This is an optimization exercise on Yosys and OpenROAD, whose aim is small area, a short achievable clock period and few clock cycles per item, not a production implementation. In this exercise RTL edits were held to simulation tests only and were not proved equivalent to the original.

==> flow/design.v (excerpt) <==
module Det (clock, reset, go, readAddress, writeAddress,
            WE, readbus, writebus, overflow, finished);
Size: about 2500 cells after synthesis, roughly 84 I/O pins, about 24000 um^2 of cells after synthesis.
==> flow/config.mk <==
export PLATFORM = sky130hd
export DESIGN_NAME = Det
export DESIGN_NICKNAME = Det
export VERILOG_FILES = /design/flow/design.v
export SDC_FILE = /design/flow/constraint.sdc
export NUM_CORES = 4
export LEC_CHECK = 0
export CAP_MARGIN = 20
export CORE_MARGIN = 2
export CORE_UTILIZATION = 65
export SLEW_MARGIN = 20
export SYNTH_HIERARCHICAL = 1
==> flow/constraint.sdc <==
create_clock -name core_clock -period 15.0 [get_ports {clock}]
set_input_delay 3.0000 -clock core_clock [delete_from_list [all_inputs] [get_ports {clock}]]
set_output_delay 3.0000 -clock core_clock [all_outputs]
set_load 0.01 [all_outputs]
standard.sh (not shown) runs the stock make flow with config.mk's settings and CLKGATE_MAP_FILE= SYNTH_SCRIPT=/design/flow/synth_recipe.tcl, a recipe that flattens the netlist after the stock synthesis.
==> flow/flow/run.sh <==
#!/bin/bash
# Standard ORFS layout, with repair_timing aiming for extra setup slack
# (the clock period and constraints are the design's own), the smallest
# buffer on each port, ABC sizing cells for a 1 fF output load, and a clock
# tree of smaller buffers without dummy loads.
set -euo pipefail
export SETUP_SLACK_MARGIN=${FLOW_SETUP_MARGIN:-9}
export BUFFER_PORTS_ARGS="-buffer_cell sky130_fd_sc_hd__buf_1"
export CTS_ARGS="-sink_clustering_enable -repair_clock_nets -dont_use_dummy_load -root_buf sky130_fd_sc_hd__clkbuf_8 -buf_list sky130_fd_sc_hd__clkbuf_8"
bash standard.sh ABC_LOAD_IN_FF=1 finish > standard.log 2>&1
Testbench counts at the start, summed over its fixed seeds: cycles 5,128, dets 320.
Next try:
==> flow/flow/run.sh (replaced) <==
#!/bin/bash
# Standard ORFS layout, with repair_timing aiming for extra setup slack
# (the clock period and constraints are the design's own), the smallest
# buffer on each port, and ABC sizing cells for a 1 fF output load.
set -euo pipefail
export SETUP_SLACK_MARGIN=${FLOW_SETUP_MARGIN:-9}
export BUFFER_PORTS_ARGS="-buffer_cell sky130_fd_sc_hd__buf_1"
bash standard.sh ABC_LOAD_IN_FF=1 finish > standard.log 2>&1
- PLACE_DENSITY: unset -> 0.85
Area after synthesis does not change.
Via count climbs by 1.9%.
Synthesized cell count is unchanged.
Routed wire length climbs by 2.0%.
Clock skew drops by 0.021 ns.
Worst setup slack gets worse by 0.035 ns.
Next try:
- PLACE_DENSITY: 0.85 -> unset
Outcome: First-iteration DRC count came out lower by 13%; wire length came out lower by 1.7%; setup slack is about the same; non-clock buffer count came out lower by 3; maximum frequency stays flat; synthesized cell count does not change.

---

wip/willow:
Another version of the RTL of Det (not shown whole).
For scale: about 2600 cells after synthesis, about 180 flip-flops, about 25000 µm² of cells after synthesis.
clock: 15.0 ns
lec_check: 0
cap_margin: 20
core_margin: 2
core_utilization: 40
slew_margin: 20
synth_hierarchical: 1
==> flow/flow/run.sh <==
#!/bin/bash
# Standard ORFS layout, with repair_timing aiming for extra setup slack
# (the clock period and constraints are the design's own).
set -euo pipefail
export SETUP_SLACK_MARGIN=${FLOW_SETUP_MARGIN:-8.5}
bash standard.sh > standard.log 2>&1
Looking at the reports, wip/willow completed the entire flow and the layout it produced met the timing, DRC and antenna checks.
Testbench counts of wip/willow, summed over its fixed seeds: cycles 5,128, dets 320.
Here is what was changed in the inputs of wip/fjord compared with wip/willow.
==> flow/flow/run.sh <==
#!/bin/bash
# Standard ORFS layout, with repair_timing aiming for extra setup slack
# (the clock period and constraints are the design's own).
set -euo pipefail
export SETUP_SLACK_MARGIN=${FLOW_SETUP_MARGIN:-9.5}
bash standard.sh > standard.log 2>&1
## What came out
Diff wip/fjord..wip/willow | synthesized area | unchanged. On share of cell area taken by multi-input logic gates, the lower figure sits with wip/fjord, not wip/willow. Looking at launch point of the critical path, the OP2[0] result is from wip/willow; the OP2[3] one comes from wip/fjord. Ratio of routed vias to standard cells in wip/fjord is 1.2% below wip/willow. When wip/fjord is set beside wip/willow, its core utilization turns out to be 2.5 points larger. | HPWL after detailed placement | wip/fjord vs wip/willow | better |. Violation count after the first detailed-route iteration was higher in the run labelled wip/willow. [compare] base=wip/willow new=wip/fjord: highest achievable clock rate increased about 3%. Share of post-route cells with drive strength above 1 in wip/fjord is 8.2 points above wip/willow. Looking only at final non-filler cell area, and setting everything else aside, the higher value of wip/fjord and wip/willow goes to wip/fjord.
--- input diff wip/fjord..wip/sierra ---
==> flow/run.sh (new file) <==
#!/bin/bash
# synth_recipe.tcl (not shown) runs the flow's synth.tcl, then flattens the netlist and writes it again
# the make line also repeats each setting of config.mk as NAME=value (left out here)
make -C /OpenROAD-flow-scripts/flow DESIGN_CONFIG=/design/flow/config.mk WORK_HOME=/design/flow/orfs CLKGATE_MAP_FILE= SYNTH_SCRIPT=/design/flow/synth_recipe.tcl finish
removed: flow/flow/run.sh
removed: flow/standard.sh
==> comparison <==
[wip/sierra] total area of sequential cells fell about 5% relative to wip/fjord
In wip/sierra, the total routed wire length on the met1 layer came out about 7% above the value in wip/fjord.
Of the two values seen for start point of the critical path, OP2[3] was produced by wip/fjord and F1[16] by wip/sierra.
Number of synthesized register bits: wip/sierra vs wip/fjord identical
wip/sierra supports a lower top clock frequency than wip/fjord.
Delta (wip/sierra minus wip/fjord): number of non-clock buffers in the layout fell by about 40%, number of placed instances with taps included stayed essentially flat, summed area of non-filler cells in the final layout fell by about 9%.

---

== run Y ==
Starting RTL as in the previous note.
==> flow/design.v (excerpt) <==
module Det (clock, reset, go, readAddress, writeAddress,
            WE, readbus, writebus, overflow, finished);
clock: 15.0 ns
lec_check: 0
cap_margin: 20
core_margin: 2
core_utilization: 40
slew_margin: 20
synth_hierarchical: 1
==> flow/flow/run.sh <==
#!/bin/bash
# Standard ORFS layout, with repair_timing aiming for extra setup slack
# (the clock period and constraints are the design's own).
set -euo pipefail
export SETUP_SLACK_MARGIN=${FLOW_SETUP_MARGIN:-10}
bash standard.sh > standard.log 2>&1
Looking at the reports, run Y completed the entire flow and the layout it produced met the timing, DRC and antenna checks.
Testbench counts of run Y, summed over its fixed seeds: cycles 5,128, dets 320.
For run P, these inputs were changed with respect to run Y:
Settings: setting ABC_CLOCK_PERIOD_IN_PS to 5000 for the first time.
==> flow/run.sh (new file) <==
#!/bin/bash
# synth_recipe.tcl (not shown) runs the flow's synth.tcl, then flattens the netlist and writes it again
# the make line also repeats each setting of config.mk as NAME=value (left out here)
make -C /OpenROAD-flow-scripts/flow DESIGN_CONFIG=/design/flow/config.mk WORK_HOME=/design/flow/orfs CLKGATE_MAP_FILE= SYNTH_SCRIPT=/design/flow/synth_recipe.tcl finish
removed: flow/flow/run.sh
removed: flow/standard.sh
Findings:
In summary, run P completed successfully, with a layout that passed the timing, DRC and antenna checks.
Measured against each other, run Y and run P differ in layout overhead on the synthesized area, the lower figure coming from run P.
NOTE design area run Y->run P decreased by more than 10%
Run comparison: run Y cell with the largest stage delay on the worst path fa_1; run P cell with the largest stage delay on the worst path dfxtp_1
Against run Y as the reference, run P delivers a lower buffer share of cell area.
Going from run Y to run P, aggregate global-route resource usage saw a decrease; number of logic stages on the critical path including buffering saw a decrease; insertion delay of the later-clocked pin in the worst-skew pair saw a decrease.

-- what the ideal ports hide --
The results above use ideal ports. As a check the final layouts listed here were re-extracted and re-timed, cells and wires unchanged. Step 1 assumes that a clkbuf_16 drives the clock port and a buf_2 every other input. Step 2 also shifts input and output timing later by t, the mid clock arrival at the registers, as if the neighbouring blocks saw the same clock. a / b / c = ideal / step 1 / step 2; a / b = the first two.
run | shift t [ns] | slack for setup (ns) | cell pins on the clock port's net
the first run of note 1 | 0.541 | 9.155 / 9.155 / 8.741 | 1
the second run of note 1 | 0.510 | 9.120 / 9.120 / 8.782 | 1
the third run of note 1 | 0.516 | 9.119 / 9.119 / 8.759 | 1
wip/willow | 0.508 | 8.565 / 8.565 / 8.565 | 1
wip/fjord | 0.526 | 8.746 / 8.746 / 8.746 | 1
wip/sierra | 0.506 | 7.935 / 7.935 / 7.935 | 1
run Y | 0.550 | 8.748 / 8.748 / 8.748 | 1
run P | 0.506 | 7.935 / 7.935 / 7.935 | 1
After both steps setup and hold are still met in every run listed. For the first run of note 1, which loses most, drivers alone change the setup slack by 0.000 ns; drivers and shift together by -0.414 ns.
